From an optimization exercise on the open Yosys and OpenROAD flow, aimed at small area, a short achievable clock period and few clock cycles per item; shortcuts taken in it are not production practice.
At most, simulation tests tie the RTL to the original design; equivalence was not proved.
Power is estimated from default activity; no workload was simulated.

==> run a <==
==> flow/design.v (excerpt) <==
module multiplier(
	input logic clk,
	input logic rst,
	input logic start_flag,
	input logic[15:0] a,
	input logic[15:0] b,
	output logic[31:0] result,
	output logic status
	);
==> flow/config.mk <==
export PLATFORM = sky130hd
export DESIGN_NAME = multiplier
export DESIGN_NICKNAME = multiplier
export VERILOG_FILES = /design/flow/design.v
export SDC_FILE = /design/flow/constraint.sdc
export NUM_CORES = 4
export LEC_CHECK = 0
export CAP_MARGIN = 20
export CORE_MARGIN = 2
export CORE_UTILIZATION = 70
export GPL_TIMING_DRIVEN = 1
export SETUP_SLACK_MARGIN = 0.2
export SLEW_MARGIN = 20
export SYNTH_HIERARCHICAL = 1
==> flow/constraint.sdc <==
create_clock -name core_clock -period 4.0 [get_ports {clk}]
set_input_delay 0.8000 -clock core_clock [delete_from_list [all_inputs] [get_ports {clk}]]
set_output_delay 0.8000 -clock core_clock [all_outputs]
set_load 0.01 [all_outputs]
standard.sh (not shown) runs the stock make flow with config.mk's settings and CLKGATE_MAP_FILE= SYNTH_SCRIPT=/design/flow/synth_recipe.tcl, a recipe that flattens the netlist after the stock synthesis.
==> flow/flow/run.sh <==
#!/bin/bash
set -euo pipefail
cd "$(dirname "$0")/.."
export BUFFER_PORTS_ARGS="-buffer_cell sky130_fd_sc_hd__buf_2"
bash standard.sh > make.log 2>&1
==> run b (differences from run a) <==
==> flow/flow/run.sh (replaced) <==
#!/bin/bash
set -euo pipefail
cd "$(dirname "$0")/.."
export BUFFER_PORTS_ARGS="-buffer_cell sky130_fd_sc_hd__buf_1"
bash standard.sh > make.log 2>&1
Settings changed: SETUP_SLACK_MARGIN 0.2 to 0.4.
==> run notes <==
Utilization: run a is lower than run b (3.3 points). In area after synthesis, run b and run a do not differ. Between run a and run b, the lower sequential share of layout area is in run b (gap 0.58 points). Die area is the same in run a and run b. In run b the final area is higher than in run a, by about 4%. Between run b and run a, the lower clock power is in run b (gap about 3%, measured against run a). Against run a, the first-iteration DRC count of run b is larger by about 12%.
Testbench counts of run a, summed over its fixed seeds: cycles 1,608, items 1,600.
Testbench counts of run b, summed over its fixed seeds: cycles 1,608, items 1,600.

==> inputs of v11 <==
Another version of the RTL of multiplier (not shown whole).
Settings: LEC_CHECK=0, CAP_MARGIN=20, CORE_MARGIN=2, CORE_UTILIZATION=40, GPL_TIMING_DRIVEN=0, SLEW_MARGIN=20, SYNTH_HIERARCHICAL=1; clock period 4.0 ns.
run.sh (not shown) runs the stock make flow with config.mk's settings and CLKGATE_MAP_FILE= SYNTH_SCRIPT=/design/flow/synth_recipe.tcl, a recipe that flattens the netlist after the stock synthesis.
Stock flow here: none of the scripts above is used.
==> v15: changes against v11 <==
Settings changed: GPL_TIMING_DRIVEN 0 to unset.
==> notes <==
v11 finished clean. v15 passed the timing, design-rule and antenna checks.
Against v15, the fmax of v11 is smaller by about 0.7%.
Between v11 and v15, the lower count of clock-buffer cells in the layout is in v15 (gap 1).
Against v11, the total power of v15 is higher by 0.93%.
In synthesized area, v15 and v11 do not differ.
Against v15, the first-iteration DRC count of v11 is smaller by about 22%.
In v11 the critical path depth is higher than in v15, by 1.
Of v15 and v11, v15 has the higher global-route usage (gap 0.58 points).
Of v15 and v11, v11 has the higher sequential share of layout area (gap 0.53 points).
Of v15 and v11, v15 has the higher non-clock buffer count (gap 89).
==> figures <==
Most numerous cell on the critical path: v15 sky130_fd_sc_hd__fa_1; v11 sky130_fd_sc_hd__fa_2
Total power per unit cell area: v15 688 nW/µm²; v11 714 nW/µm²
All-Layer GR Usage: v15 0.210; v11 0.204
Routing usage on met2: v15 0.318; v11 0.313
Switching Share: v15 0.430; v11 0.428
Internal power: v15 4.30 mW; v11 4.27 mW
Worst path max stage delay: v15 0.54 ns; v11 0.58 ns
Maximum net fanout on the critical path: v15 6; v11 5
Final wirelength: v15 22200 µm; v11 21700 µm
Placed instance count: v15 1227; v11 1087
Routed wirelength normalized by instance count: v15 17.7 µm; v11 18.7 µm
Layout-to-synthesis area ratio: v15 1.344x; v11 1.284x
Power Sequential: v15 1.01 mW; v11 1.00 mW
# clk buffers: v15 10; v11 11
HPWL after detailed placement: v15 18900 µm; v11 16600 µm
Commonest non-fill, non-tap cell in the layout: v15 sky130_fd_sc_hd__buf_4; v11 sky130_fd_sc_hd__xnor2_1
Met3 layer wire length in the routed design: v15 1100 µm; v11 1460 µm
Result of the run: v15 finished clean; v11 finished clean
Starting DRC count in detailed routing: v15 416; v11 326
Slew HR: v15 0.725; v11 0.295
No functional check of the RTL was part of any run of this note.

afterwards: timing with drivers on the ports:
How much do the figures lean on ideal ports? The routed layouts below were timed once more, with nothing changed but the port constraints. Step 1 (the two cells are an assumption about what drives the block):
set clk [get_ports {clk}]
set_driving_cell -lib_cell sky130_fd_sc_hd__clkbuf_16 $clk
set_driving_cell -lib_cell sky130_fd_sc_hd__buf_2 [delete_from_list [all_inputs] $clk]
Step 2 adds t to the input delays and takes it off the output delays; t is the mean of the earliest and latest rising clock arrival at the registers after step 1. Input paths then give back, and output paths get back, about the clock's delay inside the block. Three values: no drivers, after step 1, after step 2; two values: the first two.
| run | t, ns | setup slack, ns | hold slack, ns | worst data-port slew with drivers (ns) | cell pins on the clock port's net |
|---|---|---|---|---|---|
| run a | 0.392 | 0.253 / 0.267 / -0.125 | 0.200 / 0.187 / 0.579 | 0.04 | 1 |
| run b | 0.387 | 0.477 / 0.442 / 0.113 | 0.194 / 0.191 / 0.578 | 0.04 | 1 |
| v11 | 0.353 | 0.056 / 0.067 / -0.286 | 0.619 / 0.606 / 0.959 | 0.04 | 1 |
| v15 | 0.365 | 0.085 / 0.089 / -0.269 | 0.609 / 0.592 / 0.957 | 0.08 | 1 |
Met with ideal ports but missed after step 2: setup timing in run a, v11 and v15. The setup slack of run a, which loses most, moves by +0.014 ns with the drivers and by -0.378 ns with both steps.
